This is an optimization exercise on Yosys and OpenROAD, whose aim is small area and a short achievable clock period, not a production implementation.
Power is estimated from default activity; no workload was simulated.

// RISCuva0
module RISCuva0 ( clk, reset,
                  progAddress, progData, progReset,
                  dataIn, dataOut,
                  portAddress, portRead, portWrite,
                  intReq, intAck );
    input        clk, reset;
    output [9:0] progAddress;
    input [13:0] progData;
    output       progReset;
    input  [7:0] dataIn;
    output [7:0] dataOut;
    output [7:0] portAddress;
    output       portRead;
    output       portWrite;
    input        intReq;
    output       intAck;
    wire [1:0] opA = progData[13:12];
    wire [1:0] opB = progData[11:10];
    wire [1:0] opC = progData[9:8];
    wire [3:0] rM  = progData[7:4];
    wire [3:0] rN  = progData[3:0];
    wire [9:0] immAddr = progData[9:0];
    wire [7:0] immData = progData[11:4];
    wire MISC = (opA == 2'b00);
    wire JP   = (opA == 2'b01);
    wire LOAD = (opA == 2'b10);
    wire ALU  = (opA == 2'b11);
    wire rets    = MISC & (opB == 2'b10);
    wire onRet   = rets & ~opC[1];               
    wire isRETI  = rets & (opC == 2'b01);
    wire isDI    = rets & (opC == 2'b10);
  ...
Size in the first run: ~1200 cells after synthesis, about 350 flip-flops, about 55 I/O pins, about 0.017 sq mm of cells after synthesis.
==> flow/config.mk <==
export PLATFORM = sky130hd
export DESIGN_NAME = RISCuva0
export DESIGN_NICKNAME = RISCuva0
export VERILOG_FILES = /design/flow/design.v
export SDC_FILE = /design/flow/constraint.sdc
export NUM_CORES = 4
export LEC_CHECK = 0
export CAP_MARGIN = 20
export CORE_MARGIN = 2
export CORE_UTILIZATION = 50
export CTS_BUF_LIST = sky130_fd_sc_hd__clkbuf_8
export CTS_CLUSTER_DIAMETER = 50
export CTS_CLUSTER_SIZE = 16
export SETUP_SLACK_MARGIN = 2.7
export SLEW_MARGIN = 20
export SYNTH_HIERARCHICAL = 1
export SYNTH_MINIMUM_KEEP_SIZE = 0
==> flow/constraint.sdc <==
create_clock -name core_clock -period 7.0 [get_ports {clk}]
set_input_delay 1.4000 -clock core_clock [delete_from_list [all_inputs] [get_ports {clk}]]
set_output_delay 1.4000 -clock core_clock [all_outputs]
set_load 0.01 [all_outputs]
standard.sh (not shown) runs the stock make flow with config.mk's settings and CLKGATE_MAP_FILE= SYNTH_SCRIPT=/design/flow/synth_recipe.tcl, a recipe that flattens the netlist after the stock synthesis.
==> flow/flow/run.sh <==
#!/bin/bash
# The standard layout with two changes: plain buf_2 cells as the port buffers
# (instead of the delay cells that buffer_ports picks by default), and clock
# tree synthesis without dummy loads at the clock tree's leaves. Each tool's
# output is in standard.log and orfs/logs/.
set -euo pipefail
bash standard.sh \
  "BUFFER_PORTS_ARGS=-buffer_cell sky130_fd_sc_hd__buf_2" \
  "CTS_ARGS=-sink_clustering_enable -repair_clock_nets -buf_list sky130_fd_sc_hd__clkbuf_8 -sink_clustering_size 16 -sink_clustering_max_diameter 80 -dont_use_dummy_load" \
  finish > standard.log 2>&1
The first run ran to the end with no violations.
Rerun with:
--- a/flow/flow/run.sh
+++ b/flow/flow/run.sh
@@ -9 +9 @@
-  "CTS_ARGS=-sink_clustering_enable -repair_clock_nets -buf_list sky130_fd_sc_hd__clkbuf_8 -sink_clustering_size 16 -sink_clustering_max_diameter 80 -dont_use_dummy_load" \
+  "CTS_ARGS=-sink_clustering_enable -repair_clock_nets -buf_list sky130_fd_sc_hd__clkbuf_8 -sink_clustering_size 16 -sink_clustering_max_diameter 50 -dont_use_dummy_load" \
Settings changed: SETUP_SLACK_MARGIN 2.7 to 2.3.
What happened:
- The changed run produced a clean layout
- power barely changes
- flip-flop and latch count stays the same
- final cell count is lower by a few percent
- cell area goes down by roughly a tenth
- count of clock-buffer cells in the layout went up by 11
- worst setup slack got worse by 0.17 ns
- critical path depth came out lower by 1
- wire length goes down by roughly a tenth
- register-to-register slack is worse by 0.15 ns
Rerun with:
--- a/flow/flow/run.sh
+++ b/flow/flow/run.sh
@@ -9 +9 @@
-  "CTS_ARGS=-sink_clustering_enable -repair_clock_nets -buf_list sky130_fd_sc_hd__clkbuf_8 -sink_clustering_size 16 -sink_clustering_max_diameter 50 -dont_use_dummy_load" \
+  "CTS_ARGS=-sink_clustering_enable -repair_clock_nets -buf_list sky130_fd_sc_hd__clkbuf_8 -sink_clustering_size 16 -sink_clustering_max_diameter 80 -dont_use_dummy_load" \
Settings changed: SETUP_SLACK_MARGIN 2.3 to 2.5.
=> The new run ran to the end with no violations. Final cell count rises by 1.1%. Power goes down by 2.6%. Non-clock buffer count is higher by 29. Clock power drops by about 10%. Register-to-register slack gets worse by 0.04 ns. Count of clock-buffer cells in the layout drops by 10. Wire length rises by 3.8%. Die area does not change. Cell area grows by 2.6%.
Rerun with:
Settings changed: SETUP_SLACK_MARGIN 2.5 to 2.3.
Effect:
- The new run ran to the end with no violations
- design area decreases by a few percent
- maximum frequency decreases by a few percent
- via count decreases slightly
- worst setup slack loses 0.12 ns
- total power decreases slightly
- synthesized cell count is unchanged
- sequential cell count does not change
- first-iteration DRC count increases by a little under a tenth
- wire length decreases by a few percent
No functional check of the RTL was part of any run of this note.

[static timing again, ports no longer ideal]
How much do the figures lean on ideal ports? The routed layouts below were timed once more, with nothing changed but the port constraints. Step 1 sets driving cells, clkbuf_16 on the clock port and buf_2 on the other inputs (assumed; they add their load-dependent delay and slew). Step 2 also shifts input and output timing later by t, the mid clock arrival at the registers, as if the neighbouring blocks saw the same clock. a / b / c = ideal / step 1 / step 2; a / b = the first two.
run | t (ns) | slack for setup (ns) | worst setup path at the end | latest minus earliest clock arrival (ns) | worst slew at a driven data input, ns
the first run | 0.639 | 2.526 / 2.175 / 1.846 | input to register | 0.038 / 0.039 | 0.50
the second run | 0.578 | 2.357 / 2.316 / 1.903 | input to register | 0.057 / 0.057 | 0.06
the third run | 0.644 | 2.513 / 2.307 / 1.846 | input to register | 0.036 / 0.036 | 0.23
the fourth run | 0.639 | 2.390 / 2.324 / 1.862 | input to register | 0.036 / 0.035 | 0.06
After both steps setup and hold are still met in every run listed. For the first run, which loses most, drivers alone change the setup slack by -0.351 ns; drivers and shift together by -0.680 ns.
